Source: an optimization exercise on an open RTL-to-GDS flow (aim: small area and a short achievable clock period). Production flows keep margins and buffers that such runs may drop.
In this exercise RTL edits were held to simulation tests only and were not proved equivalent to the original.

### config.mk
export PLATFORM = sky130hd
export DESIGN_NAME = tpu
export DESIGN_NICKNAME = tpu
export VERILOG_FILES = /design/flow/design.v
export SDC_FILE = /design/flow/constraint.sdc
export NUM_CORES = 4
export LEC_CHECK = 0
export CAP_MARGIN = 20
export CORE_MARGIN = 2
export CORE_UTILIZATION = 40
export PLACE_DENSITY = 0.55
export SLEW_MARGIN = 20
### constraint.sdc
create_clock -name core_clock -period 6.0 [get_ports {clk}]
set_input_delay 1.2000 -clock core_clock [delete_from_list [all_inputs] [get_ports {clk}]]
set_output_delay 1.2000 -clock core_clock [all_outputs]
set_load 0.01 [all_outputs]
### design.v
`timescale 1 ns / 1ns
module multSigned #(parameter size = 8) (x,y,po);
	input signed [size - 1:0] x;
	input signed [size - 1:0] y;
	output signed [(size * 2) - 1:0] po;
	assign po = x * y;
endmodule
`timescale 1 ns / 1ns
module adder(a, b, o);
	parameter firstInpSize = 16;
	parameter secondInpSize = 16;
	parameter outputSize = 24;
	input signed [firstInpSize - 1:0] a;
	input signed [secondInpSize - 1:0] b;
	output signed [outputSize - 1:0] o;
	assign o = a + b;
endmodule 
`timescale 1 ns / 1ns
module mac(so, si, di, wi);
	parameter inputWeightSize = 8;
	parameter parSumSize = 24;
	parameter outputSize = 24;
	input [inputWeightSize - 1:0] di;
	input [inputWeightSize - 1:0] wi;
	input [parSumSize - 1:0] si;
	output [outputSize - 1:0] so;
	wire [(inputWeightSize * 2) - 1:0] multOut;
	multSigned#(inputWeightSize) MUL(di, wi, multOut);
	adder#((inputWeightSize * 2), parSumSize, outputSize) ADD(multOut,si,so);
endmodule
`timescale 1 ns / 1ns
module PE(
	so, wo, dout, si, di, wi, clk, rst
);
	input clk, rst;
	input [7:0] di;
	input [7:0] wi;
	input [23:0] si;
	output [7:0] dout;
	output [7:0] wo;
	output [23:0] so;
	reg [7:0] diReg;
	reg [7:0] wiReg;
	reg [23:0] soReg;
	wire [23:0] soReg_input;
	mac#(8, 24, 24) MAC_UNIT(soReg_input, si, diReg, wiReg);
	always @(posedge clk, posedge rst) begin
		if (rst) begin
			diReg <= 0;
			wiReg <= 0;
			soReg <= 0;
		end
		else begin
			diReg <= di;
			wiReg <= wi;
			soReg <= soReg_input;
		end
	end
	assign dout = diReg;
	assign wo = wiReg;
	assign so = soReg;
endmodule
`timescale 1ns/1ns
module tpu(
    o, d, w, clk, rst
);
    parameter arraySize = 8;
    output wire [24*arraySize-1:0] o;
    input  wire [8*arraySize-1:0] d;
    input  wire [8*arraySize-1:0] w;
    input   clk, rst;
    reg [2:0] age;
    always @(posedge clk, posedge rst)
        if (rst) age <= 3'd0;
        else if (age != 3'd7) age <= age + 3'd1;
    wire wvalid = (age == 3'd7);
    reg signed [10:0] p [1:8];
    integer k;
    always @(posedge clk, posedge rst)
        if (rst) begin
            for (k = 1; k <= 8; k = k + 1) p[k] <= 11'sd0;
        end else begin
            p[1] <= {{3{d[7]}}, d[7:0]};
            for (k = 2; k <= 8; k = k + 1)
                p[k] <= p[k-1] + {{3{d[8*k-1]}}, d[8*k-1 -: 8]};
        end
    reg signed [10:0] x [2:8];
    always @(posedge clk) begin
        x[2] <= p[8];
        for (k = 3; k <= 8; k = k + 1) x[k] <= x[k-1];
    end
    genvar i;
    generate
        for (i = 1; i <= arraySize; i = i + 1) begin : COL
            reg [7:0] wd [1:7];
            integer s;
            always @(posedge clk) begin
                wd[1] <= w[8*i-1 -: 8];
                for (s = 2; s <= 7; s = s + 1) wd[s] <= wd[s-1];
            end
            reg signed [7:0] w8;
            always @(posedge clk, posedge rst)
                if (rst) w8 <= 8'd0;
                else w8 <= wvalid ? wd[7] : 8'd0;
            wire signed [10:0] xi;
            if (i == 1) begin : X1
                assign xi = p[8];
            end else begin : XN
                assign xi = x[i];
            end
            reg signed [18:0] oreg;
            always @(posedge clk, posedge rst)
                if (rst) oreg <= 19'sd0;
                else oreg <= w8 * xi;
            assign o[24*i-1 -: 24] = {{5{oreg[18]}}, oreg};
        end
    endgenerate
endmodule
### run.sh
#!/bin/bash
# synth_recipe.tcl (not shown) runs the flow's synth.tcl, then flattens the netlist and writes it again
# the make line also repeats each setting of config.mk as NAME=value (left out here)
make -C /OpenROAD-flow-scripts/flow DESIGN_CONFIG=/design/flow/config.mk WORK_HOME=/design/flow/orfs CLKGATE_MAP_FILE= SYNTH_SCRIPT=/design/flow/synth_recipe.tcl finish
==> summary.txt <==
- Post-synthesis share of cell area spent on full adders, half adders and majority gates: 34.28%
- Async set-or-reset flop fraction in the synthesized netlist: 36.52%
- Placement row count: 126
- Drt initial violations: 1108
- Simple-gate area share of the yosys netlist: 11.69%
- Per-instance average area after synthesis: 11.12 sq um
- Mapped Area: 47260 sq um
- Yosys reg bits: 827
- Final hold violation count: 0
- Depth of the worst hold-timing path: 0
- Tmin final: 4.855 ns
- Final Core Density: 46.94%
- Worst Setup Slack post-DPL: 1.176 ns
- Peak Freq: 0.2060 GHz
- Placer's final routability congestion estimate: 0.8369
- Synth cell types: 58
- Type of the worst setup path: reg2reg
- Synthesized-area fraction occupied by ao, oa, aoi and oai cells: 4.663%
- Average routed wire per standard cell: 15.56 um
- Result of the run: complete, no violations
- Nature of the critical path endpoint: flip-flop
- Routed via count divided by cell count: 4.553
- Aggregate global routing overflow: 0
- Ys flop type: sky130_fd_sc_hd__dfxtp_1
- DRC violation count after routing: 0
- Endpoint of the worst hold-timing path: COL[5].wd[6][7]
- Max_slew headroom: 36.77%
- Sink count of the clock tree: 827
- Setup violation total in the final timing report: 0
- Area of the die: 120900 sq um
- Post-synth EDFFs: 0
- Number of max-slew violations in the final report: 0
- Fraction of layout cells with a size suffix above 1: 3.962%
- Worst-path clk slew: 0.06 ns
- Core Area: 117600 sq um
- Cell chain of the critical path: nand2_1, fa_1, fa_1, inv_1, fa_1, inv_1, fa_1, inv_1, ha_1, o21a_1, o31a_1, o2111ai_1, a21boi_0, a21oi_1, a311o_1
- Reg-to-reg slack, setup: 1.15 ns
- Synthesized netlist cell count: 4251
- Top area cells in the synthesized netlist: sky130_fd_sc_hd__fa_1 25%, sky130_fd_sc_hd__dfxtp_1 22%, sky130_fd_sc_hd__dfrtp_1 16%
- Root buf cell: sky130_fd_sc_hd__clkbuf_16
- Total number of H-tree levels: 3
- Pin count of the biggest net entering global routing: 113
- Yosys warning total: 11
- Sequential cell area fraction in the yosys report: 38.23%
- Reg-to-reg endpoint: COL[6].oreg[18]
- Starting density of the core: 40.18%
- Dominant cell type by area after synthesis: sky130_fd_sc_hd__fa_1
- Total I/O pin count: 322
- Start point of the worst hold path: COL[5].wd[5][7]
- Main combinational cell family by area after synthesis: adder cells
- Min-Delay Path Class: reg2reg
- Mapped Nets: 5321
- Vias in the first global route: 30230
- Unrepaired setup endpoints after global routing: no
- Clock insertion delay at the later pin of the skew report: 0.70 ns
- First-pass iteration count of the detailed router: 7
- Final worst clock skew: 0.02986 ns
- Resized Gates After CTS: 0
- Most used cell along the critical path: sky130_fd_sc_hd__fa_1
- Worst hold slack: 0.2963 ns
- Slew of the pin with the lowest slew margin: 0.9485 ns
- Maximum fanout encountered on the critical timing path: 11
- HPWL reported at the end of detailed placement: 73610 um
- Routed Antenna Nets: 0
- Top cell type's share of synthesized area: 25.04%
- Post-synthesis mux area share: 0.06884%
- Nets: 5635
- Overall routed net length: 96210 um
- Required time of the critical path: 6.55 ns
- Vias: 28160
- Hold Buf Count CTS: 0
- Global-route wire length before repair: 159700 um
- Slowest CP cell: sky130_fd_sc_hd__dfrtp_1
- Fraction of synthesized cell area in xor and xnor cells: 3.651%
- Arrival time worst endpoint: 5.41 ns
- R2r worst-path depth: 15
- Area Overhead vs Synth: 16.83%
- Fin crit share: 80.91%
- Number of buffers inserted during clock tree synthesis: 92
- Global router's overall resource usage: 16.59%
- CTS tree: yes
- Initial antenna violation count: 11
- Number of buffers added on ports: 321
- Least setup slack across all paths after layout: 1.145 ns
- Die width: 347.7 um
- Max stage delay on crit path: 0.59 ns
- CTS Buffer Depth: 3
- Startpoint type of the worst setup path: flip-flop
- Chip height: 347.7 um
- Post-CTS setup buffers: 0
- Setup_tns: 0 ns
- Number of violations of the max-capacitance limit: 0
- Reg-to-reg startpoint: COL[6].w8[3]
[critical path, delay by kind of cell, from the launching register on]
family | cells | cell delay (ns)
compound gates | 6 | 1.53
fa+ha+maj | 5 | 2.34
buf+inv | 3 | 0.14
flops | 1 | 0.59
simple gates | 1 | 0.14
[cell type report]
cell class / count / area, sq um
timing repair buffer: 325 / 3268
sequential: 827 / 18070
tap: 1536 / 1922
clock buffer: 121 / 2724
antenna: 5 / 12.51
fill: 10910 / 62400
inverter: 789 / 2965
clock inverter: 52 / 554.3
multi-input combinational: 2530 / 25700
[flip-flops by register name, indices dropped and copies added (netlist names)]
signal,flops
age,3
COL.oreg,152
COL.wd,448
COL.w8,64
x,77
p,83
[kinds of logic after synthesis]
logic type / count (synthesis)
compound gates: 339
xor+xnor: 197
fa+ha+maj: 940
buf+inv: 894
flops: 827
mux: 3
simple gates: 1051
[cells in the mapped netlist (all sizes together), types with 44 or more instances]
cell,instances
dfrtp,302
fa,591
a21oi,91
clkbuf,64
xor2,44
xnor2,153
dfxtp,525
and2,478
nor2,154
nand2,252
o21ai,81
ha,349
inv,782
[metal layers]
| metal | share of wire, % | routed length (um) | vias up | track usage, % |
|---|---|---|---|---|
| met5 | 0.014 | 13 | - | 0 |
| met4 | 2.2 | 2103 | 2 | 5.062 |
| met3 | 5.1 | 4939 | 111 | 3.083 |
| met2 | 45 | 43690 | 519 | 26.34 |
| met1 | 47 | 45460 | 13930 | 23.05 |
| li1 | - | - | 13600 | - |
[placed cells by master (no fill, tap or decap), types with 11 or more instances in the layout]
| cell | netlist | layout |
|---|---|---|
| sky130_fd_sc_hd__inv_1 | 781 | 780 |
| sky130_fd_sc_hd__fa_1 | 591 | 591 |
| sky130_fd_sc_hd__dfxtp_1 | 525 | 525 |
| sky130_fd_sc_hd__and2_1 | 478 | 478 |
| sky130_fd_sc_hd__ha_1 | 349 | 348 |
| sky130_fd_sc_hd__clkdlybuf4s50_1 | 0 | 321 |
| sky130_fd_sc_hd__dfrtp_1 | 302 | 302 |
| sky130_fd_sc_hd__nand2_1 | 252 | 252 |
| sky130_fd_sc_hd__nor2_1 | 154 | 154 |
| sky130_fd_sc_hd__xnor2_1 | 153 | 153 |
| sky130_fd_sc_hd__clkbuf_16 | 0 | 102 |
| sky130_fd_sc_hd__a21oi_1 | 91 | 91 |
| sky130_fd_sc_hd__o21ai_0 | 81 | 81 |
| sky130_fd_sc_hd__xor2_1 | 44 | 44 |
| sky130_fd_sc_hd__nand2b_1 | 38 | 38 |
| sky130_fd_sc_hd__nor2b_1 | 33 | 33 |
| sky130_fd_sc_hd__nor3_1 | 32 | 32 |
| sky130_fd_sc_hd__o21a_1 | 30 | 30 |
| sky130_fd_sc_hd__a21o_1 | 29 | 29 |
| sky130_fd_sc_hd__nand3_1 | 15 | 15 |
| sky130_fd_sc_hd__clkinv_2 | 0 | 15 |
| sky130_fd_sc_hd__a211oi_1 | 14 | 14 |
| sky130_fd_sc_hd__o21bai_1 | 13 | 13 |
| sky130_fd_sc_hd__inv_6 | 0 | 11 |
[stage by stage]
| step | cell area [sq um] | instances |
|---|---|---|
| after floorplan | 47260 | 4251 |
| after global placement | 51920 | 6007 |
| after detailed placement | 51920 | 6007 |
| after CTS | 55200 | 6180 |
| after global routing | 55210 | 6184 |
| final | 55210 | 6185 |
[worst max-delay path by stage]
stage	cells after the start	endpoint	from	slack (ns)
finish	15	COL[6].oreg[18]	COL[6].w8[3]	1.15
global route	14	COL[8].oreg[17]	COL[8].w8[7]	0.83
CTS	15	COL[6].oreg[18]	x[6][6]	1.17
detailed placement	15	COL[6].oreg[18]	COL[6].w8[2]	1.18
global placement	13	COL[3].oreg[15]	x[3][5]	1.23
floorplan	1	COL[1].oreg[0]	rst	0.78

-- what the ideal ports hide --
The results above use ideal ports. As a check the final layout listed here was re-extracted and re-timed, cells and wires unchanged.
Step 1 sets driving cells, clkbuf_16 on the clock port and buf_2 on the other inputs (assumed; they add their load-dependent delay and slew).
Step 2 also shifts input and output timing later by t, the mid clock arrival at the registers, as if the neighbouring blocks saw the same clock.
a / b / c = ideal ports / drivers / drivers and shift; a / b = the first two.
t, ns: 0.753
slack for setup (ns): 1.145 / 1.145 / 1.145
latest minus earliest clock arrival (ns): 0.032 / 0.032
worst register clock-pin slew, ns: 0.07 / 0.07
After both steps this run still meets setup and hold. The setup slack of this run moves by 0.000 ns with the drivers and by 0.000 ns with both steps.
